Background: an optimization exercise with open tools, aiming at small area. Do not read the settings as production practice. Only simulation tests tie the RTL to the original design; equivalence was not proved. The clock port is modelled as an ideal driver; clocking choices that lean on that would not hold on a real chip. Power figures rest on the tool's default switching activity, not on a simulated workload.

**flow/flow/run.sh**
```bash
#!/bin/bash
# Own layout flow: the standard synthesis, then the combinational logic
# (not the registers, which keep their cells and names) is mapped again with
# an area-oriented ABC script, then the standard layout steps run on that
# netlist, with the smallest buffer on the ports. Each tool's output is kept
# in a log file of its own in the work folder.
set -euo pipefail
W=$PWD
F=$W/flow
R=$W/orfs/results/${FLOW_PLATFORM:-sky130hd}/Simple_Processor/base
LIB=$FLOW_HOME/platforms/sky130hd/lib/sky130_fd_sc_hd__tt_025C_1v80.lib
YOSYS=${YOSYS_EXE:-$(command -v yosys || echo /OpenROAD-flow-scripts/tools/install/yosys/bin/yosys)}

bash standard.sh synth > $W/flow_synth.log 2>&1

# cells the platform does not allow
DU=""
for c in $(sed -n '/DONT_USE_CELLS += /,/^$/p' $FLOW_HOME/platforms/sky130hd/config.mk | tr -d '\\' | grep -o 'sky130[a-z0-9_]*'); do
  DU="$DU -dont_use $c"
done

cp $R/1_2_yosys.v $W/standard_1_2_yosys.v
cat > $W/remap.ys <<Y
read_liberty -ignore_miss_func $LIB
delete sky130_fd_sc_hd__df* sky130_fd_sc_hd__edf* sky130_fd_sc_hd__sdf* sky130_fd_sc_hd__sedf* sky130_fd_sc_hd__dlx* sky130_fd_sc_hd__dlr* sky130_fd_sc_hd__lpflow_inputisolatch_1
read_liberty -lib -ignore_redef $LIB
read_verilog $W/standard_1_2_yosys.v
hierarchy -top $FLOW_TOP
flatten
opt -purge
read_liberty -lib -ignore_redef $LIB
abc -script $F/remap.abc -liberty $LIB $DU
opt_clean -purge
setundef -zero
splitnets
opt_clean -purge
hilomap -singleton -hicell sky130_fd_sc_hd__conb_1 HI -locell sky130_fd_sc_hd__conb_1 LO
insbuf -buf sky130_fd_sc_hd__buf_4 A X
check -assert -mapped
stat -liberty $LIB
write_verilog -noattr -nohex -nodec $W/remapped.v
Y
$YOSYS -s $W/remap.ys > $W/flow_remap.log 2>&1
cp $W/remapped.v $R/1_2_yosys.v
touch $R/1_2_yosys.v

# layout settings for the standard steps (make variables)
source $F/params.sh
bash standard.sh finish "${FINISH_ARGS[@]}" > $W/flow_finish.log 2>&1
```
**flow/flow/params.sh**
```bash
FINISH_ARGS=(
  "BUFFER_PORTS_ARGS=-buffer_cell sky130_fd_sc_hd__buf_1"
  "CTS_ARGS=-sink_clustering_enable -repair_clock_nets -dont_use_dummy_load -buf_list sky130_fd_sc_hd__clkbuf_8"
)
```
**flow/flow/remap.abc**
```
strash; &get -n; &dch; &nf -R 1000 -p; &put; strash; &get -n; &dch; &nf -R 1000 -p; &put; strash; &get -n; &dch; &nf -R 1000 -p; &put
```
**flow/standard.sh**
```bash
#!/bin/bash
# synth_recipe.tcl (not shown) runs the flow's synth.tcl, then flattens the netlist and writes it again
# the make line also repeats each setting of config.mk as NAME=value (left out here)
make -C /OpenROAD-flow-scripts/flow DESIGN_CONFIG=/design/flow/config.mk WORK_HOME=/design/flow/orfs CLKGATE_MAP_FILE= SYNTH_SCRIPT=/design/flow/synth_recipe.tcl "${@:-finish}"
```
**flow/config.mk**
```make
export PLATFORM = sky130hd
export DESIGN_NAME = Simple_Processor
export DESIGN_NICKNAME = Simple_Processor
export VERILOG_FILES = /design/flow/design.v
export SDC_FILE = /design/flow/constraint.sdc
export NUM_CORES = 4
export LEC_CHECK = 0
export ABC_AREA = 1
export CAP_MARGIN = 20
export CORE_MARGIN = 2
export CORE_UTILIZATION = 60
export CTS_BUF_LIST = sky130_fd_sc_hd__clkbuf_8
export SLEW_MARGIN = 20
```
**flow/constraint.sdc**
```tcl
create_clock -name core_clock -period 10.0 [get_ports {clk}]
set_input_delay 2.0000 -clock core_clock [delete_from_list [all_inputs] [get_ports {clk}]]
set_output_delay 2.0000 -clock core_clock [all_outputs]
set_load 0.01 [all_outputs]
```
**flow/design.v**
```verilog
`timescale 1ns / 1ps
module debouncer(input logic clk, input logic rst, input logic btn, output logic pulse);
    localparam logic [7:0] POL = 8'haa;
    logic b;
    logic [7:0] u, t;
    logic last;
    assign t = u ^ POL;
    assign last = (t & 8'hf5) == 8'h00;
    assign pulse = b & ((t & 8'h7b) == 8'h00);
    always_ff @(posedge clk)
        b <= ~rst & (b ? ~last : btn);
    always_ff @(posedge clk)
        u <= (b ? {t[6:0], t[7] ^ t[2]} : 8'h04) ^ POL;
endmodule
module Simple_Processor(input logic clk, reset, leftBtn, rightBtn, switchEn, input logic [11:0] switch, output logic [6:0] seg, output logic dp, output logic [3:0] an);
    logic pL, pR, pW;
    logic [2:0] PC;
    logic [11:0] IR, rom;
    logic w;
    logic [1:0] e;
    logic lc;
    logic [3:0] D_addr;
    logic [2:0] a1, a2, wa;
    logic [3:0] dm [15:0];
    logic [3:0] R_data;
    logic [3:0] rf [7:0];
    logic [3:0] rdd1, rdd2, Res, wd;
    logic [5:0] count;
    logic ld, st, exec;
    debouncer dbL(clk, reset, leftBtn, pL);
    debouncer dbR(clk, reset, rightBtn, pR);
    debouncer dbW(clk, reset, w, pW);
    localparam logic [95:0] ROMV = {12'hBCE, 12'h065, 12'h215, 12'hD03,
                                    12'hACA, 12'hA81, 12'h006, 12'h012};
    assign rom = ROMV[PC*12 +: 12];
    always_ff @(posedge clk)
        if (reset) PC <= 3'd0;
        else if (pL) PC <= PC + 3'd1;
    always_ff @(posedge clk)
        IR <= switchEn ? switch : rom;
    assign exec = switchEn ? pR : pL;
    assign ld = w & (e == 2'b00);
    assign st = (e == 2'b11);
    always_ff @(posedge clk)
        if (reset) begin
            w <= 1'b0; e <= 2'b00; lc <= 1'b0; a1 <= 3'd0; a2 <= 3'd0;
        end else if (exec)
            case (IR[11:9])
                3'b000: begin
                    w <= 1'b1; e <= 2'b00; lc <= ~lc;
                    if (lc) a2 <= IR[6:4]; else a1 <= IR[6:4];
                end
                3'b001: begin
                    w <= 1'b0; e <= 2'b11; lc <= 1'b1; a1 <= IR[6:4];
                end
                3'b101: begin
                    w <= 1'b1; e <= 2'b01; a1 <= IR[2:0]; a2 <= IR[5:3];
                end
                3'b110: begin
                    w <= 1'b1; e <= 2'b10; a1 <= IR[2:0]; a2 <= IR[5:3];
                end
                default: ;
            endcase
    always_ff @(posedge clk)
        if (exec && IR[11:10] == 2'b00) D_addr <= IR[3:0];
    always_ff @(posedge clk)
        if (exec)
            case (IR[11:9])
                3'b000: wa <= IR[6:4];
                3'b101, 3'b110: wa <= IR[8:6];
                default: ;
            endcase
    logic [3:0] rwd;
    assign wd = Res | (R_data & {4{ld}});
    assign rwd = wd & {4{~reset}};
    always_ff @(posedge clk)
        for (int i = 0; i < 16; i++)
            if (reset | (st & (D_addr == i)))
                dm[i] <= (rdd1 & {4{~reset}}) | (4'(i) & {4{reset}});
    always_ff @(posedge clk)
        for (int i = 0; i < 8; i++)
            if (reset | (pW & (wa == i)))
                rf[i] <= rwd;
    always_ff @(posedge clk)
        if (reset | ld) R_data <= dm[D_addr] & {4{~reset}};
    always_ff @(posedge clk) begin
        rdd1 <= rf[a1];
        rdd2 <= rf[a2];
    end
    logic [3:0] sum;
    assign sum = rdd1 + (rdd2 ^ {4{e[1]}}) + {3'b000, e[1]};
    assign Res = sum & {4{e[0] ^ e[1]}};
    always_ff @(posedge clk)
        if (reset) count <= 6'd0;
        else count <= count + 6'd1;
    logic [3:0] dv;
    always_comb
        case (count[5:4])
            2'b00: begin dv = Res;  an = 4'b1110; end
            2'b01: begin dv = 4'd0; an = 4'b1101; end
            2'b10: begin dv = rdd2; an = 4'b1011; end
            default: begin dv = rdd1; an = 4'b0111; end
        endcase
    always_comb
        case (dv)
            4'd0 : seg = 7'b1000000;
            4'd1 : seg = 7'b1111001;
            4'd2 : seg = 7'b0100100;
            4'd3 : seg = 7'b0110000;
            4'd4 : seg = 7'b0011001;
            4'd5 : seg = 7'b0010010;
            4'd6 : seg = 7'b0000010;
            4'd7 : seg = 7'b1111000;
            4'd8 : seg = 7'b0000000;
            4'd9 : seg = 7'b0010000;
            4'd10: seg = 7'b0001000;
            4'd11: seg = 7'b0000011;
            4'd12: seg = 7'b1000110;
            4'd13: seg = 7'b0100001;
            4'd14: seg = 7'b0000110;
            default: seg = 7'b0001110;
        endcase
    assign dp = 1'b1;
endmodule
```
==> results of run 1 <==
-- worst max-delay path: stages (launching register included) --
cell and delay, ps:
dfxtp_1 510, and2_0 840, nor3_1 190, a222oi_1 710, clkinv_1 350, or3_1 470, o221ai_1 190, buf_1 180
-- registers in the layout (all words and copies together) (netlist names), 4 cells and up --
name and cells:
dm 64, count 6, D_addr 4, rdd2 4, dbR.u 8, R_data 4, IR 12, dbL.u 8
rdd1 4, dbW.u 8, rf 32
-- worst paths after layout --
path / end / slack, ps / cells after the start
setup / recovery: seg[3] / 4140 / 7
hold / removal: dbL.u[7]$_DFF_P_ / 390 / 1
setup reg to reg: a1[2]$_SDFFE_PP0P_ / 6950 / 8
hold reg to reg: dbL.u[7]$_DFF_P_ / 390 / 1
-- routing by layer --
layer / GRT usage, % / share of wire [%] / vias to the layer above
met3: 5.39 / 6.5 / 25
met2: 38.5 / 47 / 198
li1: - / - / 2252
met1: 34.5 / 45 / 2235
met5: 0 / 0 / -
met4: 9.22 / 1.7 / 0
-- stage by stage --
step | setup WS [ps] | std cells | area [sq um] | power (mW)
global placement | 4780 | 728 | 7150 | 1.01
CTS | 4170 | 745 | 7380 | 1.35
global route | 3920 | 745 | 7380 | 1.40
finish | 4140 | 745 | 7380 | 1.35
floorplan | 5090 | 569 | 6950 | 0.964
detailed placement | 4680 | 728 | 7150 | 1.01
-- power groups by stage --
stage	sequential [mW]	combinational, mW	clock (mW)
floorplan	0.862	0.102	0
global placement	0.876	0.131	0
detailed placement	0.878	0.134	0
CTS	0.862	0.135	0.358
global route	0.869	0.150	0.382
finish	0.863	0.135	0.349
-- cell type report --
type / instances / area share [%]
inverters: 12 / 0.610
flip-flops and latches: 173 / 61.4
well taps: 143 / 2.42
multi-input cells: 372 / 30.9
repair buffers: 28 / 1.49
clock buffers: 17 / 3.17
==> results.txt, run 1 <==
* Status: complete, no violations
* Wire length per cell at 19.5 microns
* Critical path arrival at 3860 ps
* PwrDens at 182 mW/mm^2
* Sw power at 0.321 mW
* Hpwl dp at 10400 microns
* CORE AREA at 0.0114 sq mm
* Initial Util at 61.1%
* # DRC at 0
* IO Port Bufs at 27
* Worst hold start: dbL.u[6]$_SDFF_PN0_
* Final wirelength at 14600 microns
* RSZ-0062 raised after global routing: no
* Placer Congestion at 0.934
* Crit. End Element: output pin
* Rows at 39
* Mapped Nets at 586
* CTS Sinks at 173
* Share of cells above drive strength 1 at 3.16%
* Worst clock skew at 26.4 ps
* Post-Synthesis Cells at 569
* Worst slew pin tran at 993 ps
* Clk Latency, worst-skew pair at 450 ps
* Die width at 112 microns
* Final Hold Fails at 0
* GRT Overall Usage at 24.7%
* Sw frac at 23.9%
* CP startpoint kind: register
* Multi-input logic area at 0.00228 sq mm
* Drt first pass iters at 5
* Setup TNS at 0 ps
* Via density at 6.32
* Clk pwr share at 25.9%
* # Max-Cap Violations at 0
* CTS buffer count at 17
* Seq pwr share at 64.1%
* Area overhead of the layout relative to synthesis at 6.23%
* Number of gates resized after cts at 0
* Leak at 2.61 nW
* Register area at 0.00453 sq mm
* Gate power share at 10.0%
* Clk slew on worst S/H paths at 70 ps
* Grt ovf at 0
* Final Cycle Share at 58.6%
* Final slew viol count at 0
* Die Y at 112 microns
* Fmax at 0.171 GHz
* CTS tree: built
* Commonest non-fill, non-tap cell in the layout: edfxtp_1
* Post-Syn Area at 0.00695 sq mm
* Clock buffer depth at 2
* Initial antenna violation count at 0
* Final min period at 5860 ps
* I/O pin total at 29
* CTS hold repair buffers at 0
* Worst hold-check path type: register to register
* Critical R2R Launch: dbR.u[4]$_SDFF_PN0_
* Worst hold slack at 386 ps
* Postcts setup bufs at 0
* VDD IR max at 0.140 mV
* Final ANT Viol Nets at 0
* H-tree levels at 4
* Global-route wire length before repair at 23700 microns
* Die area at 0.0125 sq mm
* Iter 0 DRT Violations at 468
* Root Buffer: clkbuf_8
* Worst setup startpoint: e[1]$_SDFFE_PP0P_
* Yosys warns at 4
* Slew headroom at 33.8%
* Critical Path RT at 8000 ps
* Vias in the first global route at 4557
* Core Util, Final at 64.9%
* Internal power at 1.03 mW
* Crit Path Max Fanout at 18
* Crit path kind: register to output pin
* Total number of vias at 4710
* Antenna diode count at 0
* Final net count at 621
* # fillers at 878
* Most frequent cells in the layout: edfxtp_1, dfxtp_1, nand2_1
* Largest net degree at the start of global routing at 64
* Synth Area per Inst at 12.2 sq um
* Final setup vio count at 0
==> inputs of run 2 (changes only) <==
==> flow/flow/params.sh (replaced) <==
FINISH_ARGS=(
  "BUFFER_PORTS_ARGS=-buffer_cell sky130_fd_sc_hd__buf_1"
  "CTS_ARGS=-sink_clustering_enable -repair_clock_nets -dont_use_dummy_load -buf_list sky130_fd_sc_hd__clkbuf_8"
  "POST_CTS_TCL=$F/post_cts.tcl"
)
==> flow/flow/post_cts.tcl (new file) <==
proc my_clk_worst_slew {} {
  set w 0
  foreach p [get_pins -hierarchical */CLK] {
    set s [get_property $p slew_max]
    if {$s > $w} { set w $s }
  }
  return $w
}
proc my_level_cmp {a b} {
  set la [lindex [split [get_name $a] _] 1]
  set lb [lindex [split [get_name $b] _] 1]
  return [expr {$la - $lb}]
}
set my_limit 0.115
set my_sizes {sky130_fd_sc_hd__clkbuf_2 sky130_fd_sc_hd__clkbuf_4 sky130_fd_sc_hd__clkbuf_8}
estimate_parasitics -placement
puts "post_cts: worst clock-pin slew before [my_clk_worst_slew]"
# leaf buffers first, then the buffers nearer the root
set my_insts [lsort -decreasing -command my_level_cmp [get_cells clkbuf_*]]
foreach inst $my_insts {
  set orig [get_property $inst ref_name]
  set oi [lsearch $my_sizes $orig]
  if {$oi < 0} { continue }
  for {set i 0} {$i < $oi} {incr i} {
    set cand [lindex $my_sizes $i]
    replace_cell $inst $cand
    estimate_parasitics -placement
    if {[my_clk_worst_slew] <= $my_limit} {
      puts "post_cts: [get_name $inst] $orig -> $cand"
      break
    }
    replace_cell $inst $orig
    estimate_parasitics -placement
  }
}
puts "post_cts: worst clock-pin slew after [my_clk_worst_slew]"
==> run 2 against run 1 <==
Area after synthesis stayed put. Critical path depth unchanged. Via count about the same. Worst setup slack got worse by 120 ps. Wire length is 0.33% higher. Total power decreased by 4.4%. Core utilization decreased by 0.66 points. Combinational power hardly changed. Final cell count did not move. Sequential share of layout area grew 0.63 points. Critical path type unchanged.
==> results.txt, run 2 <==
* Global-route wire length before repair at 23700 microns
* Iter 0 DRT Violations at 443
* Setup TNS at 0 ps
* Share of cells above drive strength 1 at 3.16%
* Clk slew on worst S/H paths at 90 ps
* CTS Sinks at 173
* Commonest non-fill, non-tap cell in the layout: edfxtp_1
* Mapped Nets at 586
* Fmax at 0.167 GHz
* Total number of vias at 4712
* # Max-Cap Violations at 0
* Worst slew pin tran at 975 ps
* CP startpoint kind: register
* VDD IR max at 0.135 mV
* Hpwl dp at 10400 microns
* Final wirelength at 14600 microns
* Crit path kind: register to output pin
* Slew headroom at 35.0%
* I/O pin total at 29
* Final ANT Viol Nets at 0
* Wire length per cell at 19.6 microns
* Yosys warns at 4
* Placed cell area at 0.00715 sq mm
* Worst r2r dst: a1[2]$_SDFFE_PP0P_
* GRT Overall Usage at 24.7%
* Vias in the first global route at 4549
* Final slew viol count at 0
* Die Y at 112 microns
* Largest net degree at the start of global routing at 64
* Worst hold-check path type: register to register
* Die area at 0.0125 sq mm
* Post-Synthesis Cells at 569
* Hold EP: dbL.u[2]$_SDFF_PN1_
* Reg2reg setup slack at 6840 ps
* Initial Util at 61.1%
* Crit Path Max Fanout at 18
* Area overhead of the layout relative to synthesis at 5.15%
* Final instance area at 0.00731 sq mm
* Initial antenna violation count at 0
* Largest reg by FF count: dm
* RSZ-0062 raised after global routing: no
* Grt ovf at 0
* Leak at 2.58 nW
* Max reg flops at 64
* CORE AREA at 0.0114 sq mm
* Reg2reg path depth at 8
* Critical R2R Launch: dbL.b$_DFF_P_
* Status: complete, no violations
* Final setup vio count at 0
* CTS tree: built
* Critical path arrival at 3980 ps
* Clk Latency, worst-skew pair at 560 ps
* Via density at 6.32
* PwrDens at 176 mW/mm^2
* Post-Syn Area at 0.00695 sq mm
* Die width at 112 microns
* # DRC at 0
* Biggest regs: dm x64, rf x32, IR x12
* Crit. End Element: output pin
* Final Hold Fails at 0
* Rows at 39
* Most frequent cells in the layout: edfxtp_1, dfxtp_1, nand2_1
* Worst clock skew at 36.5 ps
* Drt first pass iters at 5
* Final Cycle Share at 59.8%
* Antenna diode count at 0
* IO Port Bufs at 27
* Critical Path RT at 8000 ps
* Placer Congestion at 0.934
* Final net count at 621
* Worst hold start: dbL.u[1]$_DFF_P_
* Depth of the worst hold-timing path at 1
* Synth Area per Inst at 12.2 sq um
* Final min period at 5980 ps
-- run 2: how the worst max path moves through the flow --
stage | to | from | slack [ps]
finish | seg[3] | e[1]$_SDFFE_PP0P_ | 4020
global route | seg[3] | e[1]$_SDFFE_PP0P_ | 3760
detailed placement | seg[3] | e[1]$_SDFFE_PP0P_ | 4680
global placement | seg[3] | e[1]$_SDFFE_PP0P_ | 4780
floorplan | seg[3] | rdd2[0]$_DFF_P_ | 5090
-- run 2: per-layer routing --
metal / track usage, % / routed length, microns / share of wire [%]
met5: 0 / 0 / 0
met3: 5.72 / 966 / 6.6
met4: 8.97 / 236 / 1.6
met1: 34.5 / 6620 / 45
met2: 38.5 / 6780 / 46
-- run 2: final cells by class --
type	count	area (sq um)
Fill cell	889	4060
Timing Repair Buffer	28	110
Inverter	12	45.0
Clock buffer	17	159
Sequential cell	173	4530
Multi-Input combinational cell	372	2280
Tap cell	143	179
-- run 2: through the flow --
step           hold slack, ps  power (mW)  cells  setup slack (ps)  util, %
2_1_floorplan             355       0.964    569              5090        -
6_report                  383        1.29    745              4020     64.3
3_3_place_gp              363        1.01    728              4780     62.9
3_5_place_dp              369        1.01    728              4680     62.9
5_1_grt                   400        1.34    745              3760     64.3
-- run 2: where the power goes --
group | internal, mW | switching [mW] | total, mW
Clock | 0.0986 | 0.192 | 0.290
Sequential | 0.823 | 0.0395 | 0.863
Combinational | 0.0519 | 0.0830 | 0.135
-- run 2: critical path, stage by stage, from the launching register on --
cell	delay [ps]
dfxtp_1	530
and2_0	820
nor3_1	190
a222oi_1	700
clkinv_1	350
or3_1	470
o221ai_1	190
buf_1	180
==> inputs of run 3 (changes only) <==
--- a/flow/design.v
+++ b/flow/design.v
@@ -5,8 +5,8 @@
     logic [7:0] u, t;
     logic last;
     assign t = u ^ POL;
-    assign last = (t & 8'hf5) == 8'h00;
-    assign pulse = b & ((t & 8'h7b) == 8'h00);
+    assign last = (t & 8'hf5) == 8'h00;    
+    assign pulse = b & ((t & 8'hf3) == 8'h00);
     always_ff @(posedge clk)
         b <= ~rst & (b ? ~last : btn);
     always_ff @(posedge clk)
--- a/flow/flow/run.sh
+++ b/flow/flow/run.sh
@@ -20,7 +20,11 @@
 done
 
 cp $R/1_2_yosys.v $W/standard_1_2_yosys.v
-cat > $W/remap.ys <<Y
+
+# remap_one SCRIPT TAG: map the standard netlist's logic again with one ABC
+# script; writes $W/remapped_TAG.v and its log.
+remap_one() {
+  cat > $W/remap_$2.ys <<Y
 read_liberty -ignore_miss_func $LIB
 delete sky130_fd_sc_hd__df* sky130_fd_sc_hd__edf* sky130_fd_sc_hd__sdf* sky130_fd_sc_hd__sedf* sky130_fd_sc_hd__dlx* sky130_fd_sc_hd__dlr* sky130_fd_sc_hd__lpflow_inputisolatch_1
 read_liberty -lib -ignore_redef $LIB
@@ -29,20 +33,41 @@
 flatten
 opt -purge
 read_liberty -lib -ignore_redef $LIB
-abc -script $F/remap.abc -liberty $LIB $DU
+abc -script $1 -liberty $LIB $DU
 opt_clean -purge
 setundef -zero
 splitnets
 opt_clean -purge
 hilomap -singleton -hicell sky130_fd_sc_hd__conb_1 HI -locell sky130_fd_sc_hd__conb_1 LO
-insbuf -buf sky130_fd_sc_hd__buf_4 A X
+insbuf -buf sky130_fd_sc_hd__buf_1 A X
 check -assert -mapped
 stat -liberty $LIB
-write_verilog -noattr -nohex -nodec $W/remapped.v
+write_verilog -noattr -nohex -nodec $W/remapped_$2.v
 Y
-$YOSYS -s $W/remap.ys > $W/flow_remap.log 2>&1
-cp $W/remapped.v $R/1_2_yosys.v
-touch $R/1_2_yosys.v
+  $YOSYS -s $W/remap_$2.ys > $W/flow_remap_$2.log 2>&1
+}
+
+# try each script, keep the smallest netlist (the standard one if none works)
+best=""
+best_area=""
+for scr in $F/remap*.abc; do
+  tag=$(basename $scr .abc)
+  if remap_one $scr $tag; then
+    area=$(grep "Chip area" $W/flow_remap_$tag.log | tail -1 | awk '{print $NF}' || true)
+    echo "$tag $area" >> $W/flow_remap_summary.log
+    if [[ -n "$area" ]] && { [[ -z "$best_area" ]] || awk "BEGIN{exit !($area < $best_area)}"; }; then
+      best=$tag
+      best_area=$area
+    fi
+  else
+    echo "$tag failed" >> $W/flow_remap_summary.log
+  fi
+done
+echo "chosen: ${best:-standard}" >> $W/flow_remap_summary.log
+if [[ -n "$best" ]]; then
+  cp $W/remapped_$best.v $R/1_2_yosys.v
+  touch $R/1_2_yosys.v
+fi
 
 # layout settings for the standard steps (make variables)
 source $F/params.sh
==> flow/flow/remap1.abc (new file) <==
strash; &get -n; &dch; &nf -R 1000 -p; &put; strash; &get -n; &dch; &nf -R 1000 -p; &put; strash; &get -n; &dch; &nf -R 1000 -p; &put
==> flow/flow/remap2.abc (new file) <==
strash; &get -n; &dch; &nf -R 1000 -p; &put; strash; &get -n; &dch; &nf -R 1000 -p; &put; strash; &get -n; &dch; &nf -R 1000 -p; &put; strash; &get -n; &dch; &nf -R 1000 -p; &put
==> flow/flow/remap3.abc (new file) <==
strash; &get -n; &dch -f; &nf -R 1000 -p -F 10 -A 10; &put; strash; &get -n; &dch -f; &nf -R 1000 -p -F 10 -A 10; &put; strash; &get -n; &dch -f; &nf -R 1000 -p -F 10 -A 10; &put
==> flow/flow/remap4.abc (new file) <==
strash; dch; if -K 4; mfs2 -W 10; strash; &get -n; &dch; &nf -R 1000 -p; &put; strash; &get -n; &dch; &nf -R 1000 -p; &put
==> flow/flow/remap5.abc (new file) <==
&get -n; &st; &dc2; &dch -f; &nf -R 1000 -p; &put
--- a/flow/config.mk
+++ b/flow/config.mk
@@ -8,6 +8,6 @@
 export ABC_AREA = 1
 export CAP_MARGIN = 20
 export CORE_MARGIN = 2
-export CORE_UTILIZATION = 60
+export CORE_UTILIZATION = 75
 export CTS_BUF_LIST = sky130_fd_sc_hd__clkbuf_8
 export SLEW_MARGIN = 20
removed: flow/flow/remap.abc
==> run 3 against run 2 <==
Core utilization rose by 18 points. Total power rose by 0.66%. Synthesized cell count rose by 1.8%. Clock power rose by 1%. Critical endpoint unchanged. Final cell count fell by 3.4%. Highest routed layer unchanged.
==> results.txt, run 3 <==
* Reg2reg path depth at 6
* Rows at 34
* Crit. End Element: output pin
* Max reg flops at 64
* # Max-Cap Violations at 0
* Hpwl dp at 10300 microns
* Iter 0 DRT Violations at 573
* Mapped Nets at 596
* Post-Syn Area at 0.00689 sq mm
* Status: complete, no violations
* Worst slew pin tran at 1210 ps
* Largest reg by FF count: dm
* Final WS setup at 4150 ps
* Core Util, Final at 82.3%
* RSZ-0062 raised after global routing: no
* Drt first pass iters at 6
* Critical path arrival at 3850 ps
* Placer Congestion at 0.985
* I/O pin total at 29
* CP startpoint kind: register
* Die Y at 99.8 microns
* CORE AREA at 0.00881 sq mm
* Grt ovf at 0
* Die width at 99.8 microns
* Most frequent cells in the layout: edfxtp_1, dfxtp_1, nand2_1
* Clk slew on worst S/H paths at 100 ps
* Clk Latency, worst-skew pair at 560 ps
* Total number of vias at 4931
* Leak at 2.61 nW
* Final setup vio count at 0
* Final Hold Fails at 0
* Die area at 0.00996 sq mm
* Final slew viol count at 0
* Wire length per cell at 20.3 microns
* Largest net degree at the start of global routing at 64
* Initial antenna violation count at 0
* Global-route wire length before repair at 23700 microns
* Area overhead of the layout relative to synthesis at 5.23%
* Yosys warns at 4
* Worst setup startpoint: e[1]$_SDFFE_PP0P_
* Crit Path Max Fanout at 17
* VDD IR max at 0.134 mV
* Final min period at 5850 ps
* Setup crit end: seg[3]
* IO Port Bufs at 27
* CTS tree: built
* Slew headroom at 18.5%
* Final Cycle Share at 58.5%
* Critical Path RT at 8000 ps
* Fmax at 0.171 GHz
* Worst clock skew at 49.0 ps
* Worst r2r dst: R_data[0]$_DFFE_PP_
* Final net count at 631
* Commonest non-fill, non-tap cell in the layout: edfxtp_1
* Via density at 6.85
* Post-Synthesis Cells at 579
* Setup TNS at 0 ps
* Critical R2R Launch: D_addr[3]$_DFFE_PP_
* # DRC at 0
* Worst hold-check path type: register to register
* Depth of the worst hold-timing path at 1
* Final wirelength at 14600 microns
* Biggest regs: dm x64, rf x32, IR x12
* Worst hold start: dbR.u[3]$_DFF_P_
* PwrDens at 179 mW/mm^2
* Synth Area per Inst at 11.9 sq um
* Crit path kind: register to output pin
* Reg2reg setup slack at 7370 ps
* CTS Sinks at 173
* Vias in the first global route at 4686
* Share of cells above drive strength 1 at 3.10%
* Initial Util at 78.2%
* Place WS at 4890 ps
* Final ANT Viol Nets at 0
* GRT Overall Usage at 31.5%
* Antenna diode count at 0
run 3: how the worst min path moves through the flow:
stage / to
final: dbR.u[4]$_SDFF_PN0_
after detailed placement: dbW.u[7]$_DFF_P_
after floorplan: dbL.u[1]$_DFF_P_
after global routing: dbW.u[7]$_DFF_P_
after global placement: dbL.u[4]$_SDFF_PN0_
run 3: cell type report:
class	count	area (sq um)
clock buffer	17	160
sequential	173	4530
multi-input combinational	384	2270
fill	505	1560
timing repair buffer	28	110
inverter	10	37.5
tap	108	135
run 3: power by group:
part / internal, mW / leakage (nW) / switching (mW)
clock: 0.0990 / 0.0929 / 0.195
combinational: 0.0507 / 0.908 / 0.0887
sequential: 0.823 / 1.61 / 0.0391
total: 0.973 / 2.61 / 0.323
run 3: critical path, cell delays in order, from the launching register on:
cell and delay [ps]:
dfxtp_1 480, and2_0 880, nor2_1 250, nand2_1 160, nor2_1 50, a221oi_1 670
nand2_1 210, a21oi_1 190, nor2_1 70, o21ai_0 170, buf_1 170
run 3: stage by stage:
| stage | cells | instance area (sq um) | total power, mW | hold WS, ps |
|---|---|---|---|---|
| floorplan | 579 | 6890 | 0.962 | 366 |
| global placement | 703 | 7090 | 1.00 | 371 |
| finish | 720 | 7250 | 1.30 | 389 |
| detailed placement | 703 | 7090 | 1.01 | 379 |
| global route | 720 | 7250 | 1.34 | 410 |
run 3: metal layers:
| layer | vias to the layer above | global-route usage [%] | share of wire [%] |
|---|---|---|---|
| met1 | 2320 | 42.9 | 40 |
| li1 | 2251 | - | - |
| met4 | 0 | 11.8 | 1.9 |
| met5 | - | 0 | 0 |
| met3 | 33 | 7.73 | 10 |
| met2 | 327 | 50.4 | 48 |
==> inputs of run 4 (changes only) <==
--- a/flow/config.mk
+++ b/flow/config.mk
@@ -8,6 +8,6 @@
 export ABC_AREA = 1
 export CAP_MARGIN = 20
 export CORE_MARGIN = 2
-export CORE_UTILIZATION = 75
+export CORE_UTILIZATION = 60
 export CTS_BUF_LIST = sky130_fd_sc_hd__clkbuf_8
 export SLEW_MARGIN = 20
==> run 4 against run 3 <==
Still clean. Worst setup slack better by 150 ps. Via count is 4.2% lower. Cell area is 0.59% higher. Flip-flop and latch count stayed put. Die area is 24% higher. Fmax is 2.6% higher. Total power is 0.59% lower. Final cell count is 4.9% higher. Global-route usage is 6.1 points lower.
==> results.txt, run 4 <==
* Rows at 39
* Worst-path cell chain: and2_0 -> nor2_1 -> nand2_1 -> nor2_1 -> a221oi_1 -> nand2_1 -> a21oi_1 -> nor2_1 -> o21ai_0 -> buf_1
* Die area at 0.0123 sq mm
* Share of cells above drive strength 1 at 3.27%
* Final WS setup at 4300 ps
* Initial Util at 60.8%
* Total number of vias at 4722
* Most numerous cell on the critical path: nor2_1
* Slew headroom at 32.2%
* Area overhead of the layout relative to synthesis at 5.85%
* Placer Congestion at 0.931
* Post-Syn Area at 0.00689 sq mm
* VDD IR max at 0.136 mV
* Largest reg by FF count: dm
* GRT Overall Usage at 25.4%
* CORE AREA at 0.0113 sq mm
* Worst clock skew at 39.8 ps
* Global-route wire length before repair at 24100 microns
* Grt ovf at 0
* Placed insts at 738
* Max reg flops at 64
* Biggest regs: dm x64, rf x32, IR x12
* CP max stage delay at 840 ps
* Yosys warns at 4
* Crit Path Max Fanout at 17
* Final non-filler cell total at 755
* Final slew viol count at 0
* Largest net degree at the start of global routing at 64
* Status: complete, no violations
* Antenna diode count at 0
* Final ANT Viol Nets at 0
* Slowest CP cell: and2_0
* Wire length per cell at 19.3 microns
* Worst slew pin tran at 1020 ps
* Initial antenna violation count at 0
* Commonest non-fill, non-tap cell in the layout: edfxtp_1
* Final setup vio count at 0
* Worst hold-check path type: register to register
* Hpwl dp at 10500 microns
* Synth Area per Inst at 11.9 sq um
* Register area at 0.00453 sq mm
* Crit path kind: register to output pin
* Drt first pass iters at 7
* # Max-Cap Violations at 0
* I/O pin total at 29
* Final Cycle Share at 57.0%
* Setup TNS at 0 ps
* Vias in the first global route at 4680
* CTS tree: built
* Clk slew on worst S/H paths at 100 ps
* Post-Synthesis Cells at 579
* Final min period at 5700 ps
* Mapped Nets at 596
* Pwr Total at 1.29 mW
* CTS Sinks at 173
* Place WS at 4910 ps
* RSZ-0062 raised after global routing: no
* CP startpoint kind: register
* Leak at 2.60 nW
* # fillers at 872
* Final Hold Fails at 0
* Final wirelength at 14600 microns
* Die width at 111 microns
* Final net count at 631
* Multi-input logic area at 0.00227 sq mm
* Crit. End Element: output pin
* Die Y at 111 microns
* Iter 0 DRT Violations at 485
* Critical path arrival at 3700 ps
* Via density at 6.25
* Fmax at 0.175 GHz
* IO Port Bufs at 27
* PwrDens at 177 mW/mm^2
* Clk Latency, worst-skew pair at 580 ps
* Most frequent cells in the layout: edfxtp_1, dfxtp_1, nand2_1
* # DRC at 0
* Critical Path RT at 8000 ps
run 4: layer usage:
layer	wire, microns	global-route usage (%)
met1	6210	32.3
met2	7000	41.1
met3	868	6.62
met5	0	0
met4	489	11.9
run 4: area by class of cell:
| cell class | instances | share of cell area [%] |
|---|---|---|
| inverters | 10 | 0.515 |
| clock buffers | 17 | 2.09 |
| well taps | 143 | 2.45 |
| flip-flops and latches | 173 | 62.2 |
| repair buffers | 28 | 1.51 |
| multi-input cells | 384 | 31.2 |
run 4: through the flow:
step	util [%]	instance area [sq um]	hold slack, ps
after floorplan	-	6890	366
after global placement	63.0	7130	375
after detailed placement	63.0	7130	373
after global routing	64.4	7290	371
final	64.4	7290	362
run 4: worst paths after layout:
kind | startpoint | end | slack, ps | depth (start not counted)
max reg2reg | dbR.b$_DFF_P_ | a2[2]$_SDFFE_PP0P_ | 7510 | 7
max | e[1]$_SDFFE_PP0P_ | seg[3] | 4300 | 10
min | dbR.u[0]$_SDFF_PN0_ | dbR.u[1]$_DFF_P_ | 360 | 1
min reg2reg | dbR.u[0]$_SDFF_PN0_ | dbR.u[1]$_DFF_P_ | 360 | 1
run 4: critical path: cells and delay by family, from the launching register on:
family | cells | cell delay (ps)
AOI/OAI and AO/OA | 3 | 990
DFF | 1 | 470
buffers and inverters | 1 | 160
and+or+nand+nor | 6 | 1510
run 4: where the power goes:
group / internal [mW] / switching, mW / leakage [nW]
registers: 0.823 / 0.0374 / 1.61
logic: 0.0507 / 0.0863 / 0.909
clock network: 0.0944 / 0.196 / 0.0886
total: 0.968 / 0.320 / 2.60
==> inputs of run 5 (changes only) <==
==> flow/flow/remap2.abc (replaced) <==
strash; &get -n; &dch -x; &nf -R 1000 -p -C 32; &put; strash; &get -n; &dch -x; &nf -R 1000 -p -C 32; &put; strash; &get -n; &dch -x; &nf -R 1000 -p -C 32; &put; strash; &get -n; &dch -x; &nf -R 1000 -p -C 32; &put; strash; &get -n; &dch -x; &nf -R 1000 -p -C 32; &put
==> flow/flow/remap3.abc (replaced) <==
strash; &get -n; &dch; &nf -R 1000 -p -C 32; &put; strash; &get -n; &dch; &nf -R 1000 -p -C 32; &put; strash; &get -n; &dch; &nf -R 1000 -p -C 32; &put; strash; &get -n; &dch; &nf -R 1000 -p -C 32; &put; strash; &get -n; &dch; &nf -R 1000 -p -C 32; &put
==> flow/flow/remap4.abc (replaced) <==
strash; &get -n; &dch -x; &nf -R 1000 -p -C 32; &put; strash; &get -n; &dch -x; &nf -R 1000 -p -C 32; &put; strash; &get -n; &dch -x; &nf -R 1000 -p -C 32; &put
==> flow/flow/remap5.abc (replaced) <==
strash; &get -n; &dch -x; &nf -R 1000 -p -C 32; &put; strash; &get -n; &dch -x; &nf -R 1000 -p -C 32; &put; strash; &get -n; &dc2; &put; strash; &get -n; &dch -x; &nf -R 1000 -p -C 32; &put; strash; &get -n; &dch -x; &nf -R 1000 -p -C 32; &put; strash; &get -n; &dch -x; &nf -R 1000 -p -C 32; &put
==> flow/flow/remap6.abc (new file) <==
strash; &get -n; &dc2; &put; strash; &get -n; &dch -x; &nf -R 1000 -p -C 32; &put; strash; &get -n; &dch -x; &nf -R 1000 -p -C 32; &put; strash; &get -n; &dch -x; &nf -R 1000 -p -C 32; &put; strash; &get -n; &dch -x; &nf -R 1000 -p -C 32; &put; strash; &get -n; &dch -x; &nf -R 1000 -p -C 32; &put
==> run 5 against run 4 <==
Still clean. Clock power about the same. Sequential power increased by 0.8%. Total power increased by 0.44%.
==> results.txt, run 5 <==
* Leak at 2.55 nW
* Largest net degree at the start of global routing at 64
* Clk slew on worst S/H paths at 110 ps
* GRT Overall Usage at 24.1%
* CTS tree: built
* Worst hold slack at 390 ps
* Area overhead of the layout relative to synthesis at 5.88%
* Vias in the first global route at 4365
* Final wirelength at 14300 microns
* Post-Synthesis Cells at 562
* CTS Sinks at 173
* Setup TNS at 0 ps
* Worst slew pin tran at 970 ps
* Final Cycle Share at 58.0%
* Rows at 38
* RSZ-0062 raised after global routing: no
* I/O pin total at 29
* # fillers at 855
* Critical Path RT at 8000 ps
* Total number of vias at 4733
* Max reg flops at 64
* Synth Area per Inst at 12.1 sq um
* CP top delay family: simple AND/OR/NAND/NOR gates
* Critical path arrival at 3800 ps
* VDD IR max at 0.127 mV
* Fmax at 0.173 GHz
* Slowest CP cell: and2_0
* Multi-input logic area at 0.00221 sq mm
* CP max stage delay at 810 ps
* Antenna diode count at 0
* Commonest non-fill, non-tap cell in the layout: edfxtp_1
* Die area at 0.0122 sq mm
* Worst hold-check path type: register to register
* Via density at 6.43
* Die width at 110 microns
* Register area at 0.00453 sq mm
* # DRC at 0
* Clk Latency, worst-skew pair at 430 ps
* Final Hold Fails at 0
* # Max-Cap Violations at 0
* Final net count at 615
* Initial Util at 62.2%
* Share of cells above drive strength 1 at 3.36%
* Slew headroom at 34.6%
* Most frequent cells in the layout: edfxtp_1, nand2_1, dfxtp_1
* Largest reg by FF count: dm
* Crit Path Max Fanout at 17
* Crit path kind: register to output pin
* Die Y at 110 microns
* CP startpoint kind: register
* Grt ovf at 0
* Post-Syn Area at 0.00680 sq mm
* CP bufs+invs at 1
* PwrDens at 180 mW/mm^2
* Final min period at 5800 ps
* IO Port Bufs at 27
* Final ANT Viol Nets at 0
* CORE AREA at 0.0109 sq mm
* Final setup vio count at 0
* Hpwl dp at 10300 microns
* Mapped Nets at 579
* Drt first pass iters at 7
* Crit. End Element: output pin
* Worst clock skew at 35.5 ps
* Biggest regs: dm x64, rf x32, IR x12
* Worst-path cell chain: and2_0 -> nor2_1 -> nand2_1 -> nor2_1 -> a221oi_1 -> nand2b_1 -> a21oi_1 -> nor2b_1 -> a21oi_1 -> buf_1
* Yosys warns at 4
* Wire length per cell at 19.4 microns
* Placer Congestion at 0.947
* Iter 0 DRT Violations at 650
* Final slew viol count at 0
* Global-route wire length before repair at 22900 microns
* Initial antenna violation count at 0
* Status: complete, no violations
[run 5: layout make-up]
type	instances	area share, %
Sequential cell	173	62.9
Inverter	5	0.261
Multi-Input combinational cell	372	30.6
Clock buffer	17	2.12
Timing Repair Buffer	29	1.63
Tap cell	140	2.43
[run 5: metal layers]
layer / global-route usage (%) / wire length (microns) / up-vias
li1: - / - / 2225
met1: 33.8 / 6480 / 2264
met2: 36.8 / 6560 / 219
met3: 5.98 / 899 / 25
met4: 8.92 / 354 / 0
met5: 0 / 0 / -
[run 5: through the flow]
stage | total power [mW] | util (%) | worst slack, ps | area [sq um] | std cells
global route | 1.35 | 65.9 | 3830 | 7200 | 736
finish | 1.29 | 65.9 | 4200 | 7200 | 736
global placement | 1.01 | 64.5 | 4990 | 7050 | 719
floorplan | 0.967 | - | 5470 | 6800 | 562
detailed placement | 1.02 | 64.5 | 4730 | 7050 | 719
[run 5: worst paths after layout]
kind / start / to / slack [ps] / cells past startpoint
hold / removal: dbR.u[3]$_DFF_P_ / dbR.u[4]$_SDFF_PN0_ / 390 / 1
hold reg to reg: dbR.u[3]$_DFF_P_ / dbR.u[4]$_SDFF_PN0_ / 390 / 1
setup / recovery: e[1]$_SDFFE_PP0P_ / seg[1] / 4200 / 10
setup reg to reg: dbL.u[6]$_SDFF_PN0_ / a1[0]$_SDFFE_PP0P_ / 6740 / 9
[run 5: report_power, final]
| part | total (mW) | internal [mW] | switching, mW |
|---|---|---|---|
| combinational | 0.137 | 0.0509 | 0.0861 |
| sequential | 0.868 | 0.827 | 0.0411 |
| clock | 0.289 | 0.0965 | 0.193 |
| total | 1.29 | 0.974 | 0.320 |
==> inputs of run 6 (changes only) <==
--- a/flow/flow/post_cts.tcl
+++ b/flow/flow/post_cts.tcl
@@ -11,7 +11,7 @@
   set lb [lindex [split [get_name $b] _] 1]
   return [expr {$la - $lb}]
 }
-set my_limit 0.115
+set my_limit 0.106
 set my_sizes {sky130_fd_sc_hd__clkbuf_2 sky130_fd_sc_hd__clkbuf_4 sky130_fd_sc_hd__clkbuf_8}
 estimate_parasitics -placement
 puts "post_cts: worst clock-pin slew before [my_clk_worst_slew]"
==> run 6 against run 5 <==
Core utilization is 0.23 points higher. Critical path depth is the same. Wire length fell by 0.34%. Register-to-register slack about the same. Flip-flop and latch count unchanged. Die area is the same. Cell area up 0.35%. Area after synthesis unchanged. Combinational power barely moved. Critical endpoint unchanged. Largest power group unchanged.
==> results.txt, run 6 <==
* Area overhead of the layout relative to synthesis at 6.25%
* Die area at 0.0122 sq mm
* Worst hold-check path type: register to register
* Setup TNS at 0 ps
* Most frequent cells in the layout: edfxtp_1, nand2_1, dfxtp_1
* Iter 0 DRT Violations at 779
* RSZ-0062 raised after global routing: no
* CTS tree: built
* Final slew viol count at 0
* Initial antenna violation count at 0
* Max reg flops at 64
* Crit Path Max Fanout at 17
* Rows at 38
* Synth Area per Inst at 12.1 sq um
* Drt first pass iters at 7
* # DRC at 0
* Yosys warns at 4
* Post-Synthesis Cells at 562
* Share of cells above drive strength 1 at 3.36%
* Final instance area at 0.00723 sq mm
* Die Y at 110 microns
* Final Cycle Share at 58.5%
* Largest reg by FF count: dm
* Grt ovf at 0
* Mapped Nets at 579
* Die width at 110 microns
* Largest net degree at the start of global routing at 64
* Final wirelength at 14300 microns
* Placer Congestion at 0.947
* Worst slew pin tran at 974 ps
* IO Port Bufs at 27
* CP startpoint kind: register
* # Max-Cap Violations at 0
* Clk slew on worst S/H paths at 90 ps
* Via density at 6.41
* Global-route wire length before repair at 22900 microns
* PwrDens at 181 mW/mm^2
* CORE AREA at 0.0109 sq mm
* Post-Syn Area at 0.00680 sq mm
* VDD IR max at 0.129 mV
* Final setup vio count at 0
* Total number of vias at 4719
* Critical path arrival at 3850 ps
* Status: complete, no violations
* Vias in the first global route at 4398
* Crit. End Element: output pin
* Final Hold Fails at 0
* GRT Overall Usage at 24.1%
* Clk Latency, worst-skew pair at 540 ps
* Hpwl dp at 10300 microns
* Slew headroom at 34.4%
* Fmax at 0.171 GHz
* I/O pin total at 29
* Final min period at 5850 ps
* Placed cell area at 0.00705 sq mm
* Initial Util at 62.2%
* Commonest non-fill, non-tap cell in the layout: edfxtp_1
* Wire length per cell at 19.4 microns
* Final net count at 615
* Crit path kind: register to output pin
* Leak at 2.56 nW
* Biggest regs: dm x64, rf x32, IR x12
* Antenna diode count at 0
* CTS Sinks at 173
* Worst clock skew at 30.3 ps
* Critical Path RT at 8000 ps
* Final ANT Viol Nets at 0
==> run 6: stage by stage <==
step | power (mW) | setup slack, ps | cells | utilization, % | hold WS, ps
5_1_grt | 1.37 | 3730 | 736 | 66.1 | 405
2_1_floorplan | 0.967 | 5470 | 562 | - | 365
6_report | 1.31 | 4150 | 736 | 66.1 | 390
3_5_place_dp | 1.02 | 4730 | 719 | 64.5 | 374
3_3_place_gp | 1.01 | 4990 | 719 | 64.5 | 370
==> run 6: per-layer routing <==
metal / vias to the layer above / track usage, % / share of wire (%)
met3: 28 / 6.42 / 7.3
met1: 2239 / 33.4 / 44
met4: 0 / 9.67 / 2.2
li1: 2225 / - / -
met5: - / 0 / 0
met2: 227 / 36.5 / 46
==> run 6: worst max-delay path: stages, from the launching register on <==
cell and delay, ps:
dfxtp_1 520, and2_0 810, nor2_1 220, nand2_1 140, nor2_1 50, a221oi_1 680, nand2b_1 220, a21oi_1 270
nor2b_1 180, a21oi_1 60, buf_1 180
==> run 6: worst paths after layout <==
check / from / slack (ps) / depth (start not counted) / to
min: dbR.u[3]$_DFF_P_ / 390 / 1 / dbR.u[4]$_SDFF_PN0_
min reg2reg: dbR.u[3]$_DFF_P_ / 390 / 1 / dbR.u[4]$_SDFF_PN0_
max reg2reg: dbL.u[6]$_SDFF_PN0_ / 6730 / 9 / a1[2]$_SDFFE_PP0P_
max: e[1]$_SDFFE_PP0P_ / 4150 / 10 / seg[1]
==> run 6: cell type report <==
class / instances / area [sq um]
clock buffers: 17 / 178
fillers: 854 / 3710
inverters: 5 / 18.8
repair buffers: 29 / 118
flip-flops and latches: 173 / 4530
well taps: 140 / 175
multi-input cells: 372 / 2210
==> run 6: power by group <==
part / internal, mW / switching (mW) / total, mW
sequential: 0.827 / 0.0409 / 0.868
combinational: 0.0509 / 0.0857 / 0.137
clock: 0.111 / 0.196 / 0.307
==> inputs of run 7 (changes only) <==
--- a/flow/flow/post_cts.tcl
+++ b/flow/flow/post_cts.tcl
@@ -11,7 +11,7 @@
   set lb [lindex [split [get_name $b] _] 1]
   return [expr {$la - $lb}]
 }
-set my_limit 0.106
+set my_limit 0.110
 set my_sizes {sky130_fd_sc_hd__clkbuf_2 sky130_fd_sc_hd__clkbuf_4 sky130_fd_sc_hd__clkbuf_8}
 estimate_parasitics -placement
 puts "post_cts: worst clock-pin slew before [my_clk_worst_slew]"
==> run 7 against run 6 <==
Die area unchanged. Core utilization decreased by 0.11 points. Highest routed layer unchanged. Combinational power about the same.
==> results.txt, run 7 <==
* Depth of the worst hold-timing path at 1
* Final setup vio count at 0
* Final Hold Fails at 0
* Mapped Nets at 579
* Final net count at 615
* Post-Synthesis Cells at 562
* Clk slew on worst S/H paths at 90 ps
* Commonest non-fill, non-tap cell in the layout: edfxtp_1
* Hold EP: dbR.u[4]$_SDFF_PN0_
* CORE AREA at 0.0109 sq mm
* Largest reg by FF count: dm
* I/O pin total at 29
* CTS tree: built
* Placer Congestion at 0.947
* Critical path arrival at 3850 ps
* Via density at 6.45
* Slew headroom at 34.5%
* Global-route wire length before repair at 22900 microns
* Final wirelength at 14300 microns
* Most frequent cells in the layout: edfxtp_1, nand2_1, dfxtp_1
* Share of cells above drive strength 1 at 3.36%
* Placed cell area at 0.00705 sq mm
* Grt ovf at 0
* Rows at 38
* Worst clock skew at 38.8 ps
* Final WS setup at 4150 ps
* Met3 GRT Util at 6.42%
* Max reg flops at 64
* # Max-Cap Violations at 0
* Placed insts at 719
* Hpwl dp at 10300 microns
* Worst r2r dst: a1[2]$_SDFFE_PP0P_
* Place WS at 4730 ps
* # fillers at 856
* Die area at 0.0122 sq mm
* GR Util met2 at 36.4%
* Clk Latency, worst-skew pair at 540 ps
* Critical Path RT at 8000 ps
* GRT Overall Usage at 24.1%
* Initial antenna violation count at 0
* Setup TNS at 0 ps
* Final slew viol count at 0
* Synth Area per Inst at 12.1 sq um
* Yosys warns at 4
* Core Util, Final at 66.0%
* Fmax at 0.171 GHz
* Total number of vias at 4749
* Final min period at 5850 ps
* VDD IR max at 0.129 mV
* Final instance area at 0.00722 sq mm
* Final ANT Viol Nets at 0
* Worst hold start: dbR.u[3]$_DFF_P_
* Critical R2R Launch: dbL.u[6]$_SDFF_PN0_
* Crit path kind: register to output pin
* Initial Util at 62.2%
* Drt first pass iters at 7
* Die Y at 110 microns
* Met1 Resource Use GR at 33.5%
* Reg2reg path depth at 9
* Final non-filler cell total at 736
* Post-Syn Area at 0.00680 sq mm
* Biggest regs: dm x64, rf x32, IR x12
* # DRC at 0
* Antenna diode count at 0
* Area overhead of the layout relative to synthesis at 6.07%
* RSZ-0062 raised after global routing: no
* Largest net degree at the start of global routing at 64
* Vias in the first global route at 4391
* Crit Path Max Fanout at 17
* Leak at 2.56 nW
* Final Cycle Share at 58.5%
* Worst slew pin tran at 973 ps
* Crit. End Element: output pin
* Worst hold-check path type: register to register
* IO Port Bufs at 27
* Wire length per cell at 19.4 microns
* CP startpoint kind: register
* PwrDens at 180 mW/mm^2
* Worst hold slack at 390 ps
* Status: complete, no violations
* Iter 0 DRT Violations at 743
* Pwr Total at 1.30 mW
* Busiest grt layer: met2
* CTS Sinks at 173
* Reg2reg setup slack at 6720 ps
* Die width at 110 microns
## run 7: changes by cell type in the layout (fill, tap and decap cells not counted)
| cell | previous run | this run |
|---|---|---|
| clkbuf_8 | 8 | 6 |
| clkbuf_4 | 9 | 11 |
## run 7: per-layer routing
metal | part of all wire (%) | wire length [microns]
met1 | 44 | 6350
met2 | 46 | 6580
met3 | 7.2 | 1020
met4 | 2.4 | 346
met5 | 0 | 0
## run 7: critical path: stages (launching register included)
cell      delay (ps)
dfxtp_1          520
and2_0           820
nor2_1           220
nand2_1          140
nor2_1            50
a221oi_1         680
nand2b_1         220
a21oi_1          270
nor2b_1          180
a21oi_1           60
buf_1            180
## run 7: worst max-delay path by stage
stage                      start      to  slack (ps)  cells past startpoint
2_1_floorplan  e[1]$_SDFFE_PP0P_  seg[1]        5470                     10
3_3_place_gp   e[1]$_SDFFE_PP0P_  seg[1]        4990                     10
3_5_place_dp   e[1]$_SDFFE_PP0P_  seg[1]        4730                     10
5_1_grt        e[1]$_SDFFE_PP0P_  seg[3]        3740                     10
6_report       e[1]$_SDFFE_PP0P_  seg[1]        4150                     10
## run 7: final cells by class
class	instances	area, sq um	area share (%)
repair buffers	29	118	1.63
well taps	140	175	2.43
multi-input cells	372	2210	30.6
clock buffers	17	165	2.29
inverters	5	18.8	0.260
flip-flops and latches	173	4530	62.8
## run 7: power breakdown
group	internal [mW]	switching (mW)	leakage [nW]
Sequential	0.827	0.0411	1.61
Clock	0.103	0.194	0.0937
Combinational	0.0509	0.0860	0.860
==> inputs of run 8 (changes only) <==
==> flow/flow/remap7.abc (new file) <==
strash; &get -n; &deepsyn -T 60; &put; strash; &get -n; &dch -x; &nf -R 1000 -p -C 32; &put; strash; &get -n; &dch -x; &nf -R 1000 -p -C 32; &put; strash; &get -n; &dch -x; &nf -R 1000 -p -C 32; &put; strash; &get -n; &dch -x; &nf -R 1000 -p -C 32; &put; strash; &get -n; &dch -x; &nf -R 1000 -p -C 32; &put
==> run 8 against run 7 <==
Total power grew 6.0%. Die area shrank 0.48%. Wire length grew 0.94%. Via count shrank 2.5%. Count of clock-buffer cells in the layout is the same. Core utilization shrank 0.19 points. First-iteration DRC count grew 19%. Fmax shrank 4.0%.
==> results.txt, run 8 <==
* # DRC at 0
* I/O pin total at 29
* Hpwl dp at 10200 microns
* Crit path kind: register to output pin
* Critical Path RT at 8000 ps
* Wire length per cell at 19.9 microns
* Share of cells above drive strength 1 at 3.42%
* Worst hold-check path type: register to register
* Via density at 6.40
* Final Hold Fails at 0
* Die area at 0.0121 sq mm
* Slowest CP cell: and2_0
* Depth of the worst hold-timing path at 1
* Post-Synthesis Cells at 550
* Status: complete, no violations
* Worst slew pin tran at 970 ps
* Final min period at 6090 ps
* Die Y at 110 microns
* Drt first pass iters at 6
* Slew headroom at 35.3%
* Commonest non-fill, non-tap cell in the layout: edfxtp_1
* # Max-Cap Violations at 0
* CP startpoint kind: register
* Area overhead of the layout relative to synthesis at 6.28%
* Largest reg by FF count: dm
* Max reg flops at 64
* Crit Path Max Fanout at 17
* Rows at 38
* Most numerous cell on the critical path: nor2_1
* Worst-path cell chain: and2_0 -> nor2_1 -> nand2_1 -> nor2_1 -> a221oi_1 -> xnor2_1 -> o21a_1 -> nand2b_1 -> o21ai_0 -> nor3_1 -> o2bb2ai_1 -> buf_1
* Total number of vias at 4632
* Grt ovf at 0
* Initial antenna violation count at 0
* Sw frac at 26.0%
* PwrDens at 192 mW/mm^2
* IO Port Bufs at 27
* Critical path arrival at 4090 ps
* Reg2reg path depth at 9
* Final slew viol count at 0
* Reg2reg setup slack at 7180 ps
* Clk Latency, worst-skew pair at 450 ps
* Largest net degree at the start of global routing at 64
* CORE AREA at 0.0109 sq mm
* Worst clock skew at 36.3 ps
* Initial Util at 61.9%
* Fmax at 0.164 GHz
* Clk slew on worst S/H paths at 90 ps
* Setup TNS at 0 ps
* Mapped Nets at 567
* Leak at 2.54 nW
* Synth Area per Inst at 12.3 sq um
* Final Cycle Share at 60.9%
* CTS tree: built
* Final wirelength at 14400 microns
* Placer Congestion at 0.950
* Final setup vio count at 0
* # fillers at 841
* Final ANT Viol Nets at 0
* Most frequent cells in the layout: edfxtp_1, dfxtp_1, nand2_1
* Die width at 110 microns
* Post-Syn Area at 0.00677 sq mm
* CTS Sinks at 173
* Gate power share at 13.2%
* Clk pwr share at 22.5%
* Iter 0 DRT Violations at 885
* RSZ-0062 raised after global routing: no
* Seq pwr share at 64.3%
* Final net count at 603
* Pwr Total at 1.38 mW
* Vias in the first global route at 4257
* Internal power at 1.02 mW
* Crit. End Element: output pin
* Global-route wire length before repair at 22400 microns
* Yosys warns at 4
* GRT Overall Usage at 25.4%
* Antenna diode count at 0
* CP max stage delay at 810 ps
* Sw power at 0.358 mW
* Biggest regs: dm x64, rf x32, IR x12
* VDD IR max at 0.116 mV
-- run 8: per-layer routing --
metal	GRT usage (%)	vias up	part of all wire, %	wire (microns)
met5	0	-	0	0
met4	9.73	0	1.9	274
met3	6.41	38	6.9	1000
met2	40.0	219	47	6820
met1	34.4	2195	44	6340
li1	-	2180	-	-
-- run 8: through the flow --
stage | cell area (sq um) | setup slack [ps] | util, % | instances | hold slack (ps)
2_1_floorplan | 6770 | 5140 | - | 550 | 366
3_3_place_gp | 7020 | 4720 | 64.2 | 707 | 370
3_5_place_dp | 7020 | 4480 | 64.2 | 707 | 377
5_1_grt | 7200 | 3520 | 65.8 | 724 | 410
6_report | 7200 | 3910 | 65.8 | 724 | 388
-- run 8: final timing paths --
path / endpoint / start
setup / recovery: seg[2] / e[1]$_SDFFE_PP0P_
hold / removal: dbL.u[4]$_SDFF_PN0_ / dbL.u[3]$_DFF_P_
setup reg to reg: a1[0]$_SDFFE_PP0P_ / dbL.b$_DFF_P_
hold reg to reg: dbL.u[4]$_SDFF_PN0_ / dbL.u[3]$_DFF_P_
-- run 8: critical path, delay by kind of cell, from the launching register on --
family	cells	cell delay, ps
flops	1	490
compound gates	4	1200
xor+xnor	1	180
buf+inv	1	170
simple gates	6	1630
-- run 8: area by class of cell --
class	count	area (sq um)	area share, %
Timing Repair Buffer	29	118	1.63
Multi-Input combinational cell	352	2140	29.8
Tap cell	140	175	2.43
Clock buffer	17	178	2.47
Inverter	13	48.8	0.678
Sequential cell	173	4530	63.0
-- run 8: power by group through the flow --
stage	Combinational (mW)	Sequential (mW)	Clock (mW)
after global placement	0.176	0.899	0
after floorplan	0.135	0.884	0
after global routing	0.201	0.894	0.345
after detailed placement	0.180	0.902	0
final	0.182	0.888	0.310

## port drivers added, routing unchanged
No port has a modelled driver above. Below, the same layouts with a new extraction and two added sets of constraints.
Step 1 (the two cells are an assumption about what drives the block):
set clk [get_ports {clk}]
set_driving_cell -lib_cell sky130_fd_sc_hd__clkbuf_16 $clk
set_driving_cell -lib_cell sky130_fd_sc_hd__buf_2 [delete_from_list [all_inputs] $clk]
Step 2 adds t to the input delays and takes it off the output delays; t is the mean of the earliest and latest rising clock arrival at the registers after step 1. Input paths then give back, and output paths get back, about the clock's delay inside the block.
Slacks: ideal / step 1 / step 2; pairs: ideal / step 1.
| run | t, ns | setup WS [ns] | hold slack, ns | worst setup path after step 2 |
|---|---|---|---|---|
| run 1 | 0.476 | 4.135 / 4.100 / 4.576 | 0.386 / 0.386 / 0.386 | register to output |
| run 2 | 0.574 | 4.019 / 3.985 / 4.559 | 0.383 / 0.383 / 0.383 | register to output |
| run 3 | 0.570 | 4.149 / 4.115 / 4.685 | 0.389 / 0.389 / 0.389 | register to output |
| run 4 | 0.587 | 4.299 / 4.268 / 4.855 | 0.362 / 0.362 / 0.362 | register to output |
| run 5 | 0.446 | 4.203 / 4.167 / 4.613 | 0.390 / 0.390 / 0.390 | register to output |
| run 6 | 0.561 | 4.150 / 4.116 / 4.678 | 0.390 / 0.390 / 0.390 | register to output |
| run 7 | 0.558 | 4.151 / 4.117 / 4.675 | 0.390 / 0.390 / 0.390 | register to output |
| run 8 | 0.463 | 3.905 / 3.872 / 4.335 | 0.388 / 0.388 / 0.388 | register to output |
After both steps setup and hold are still met in every run listed.
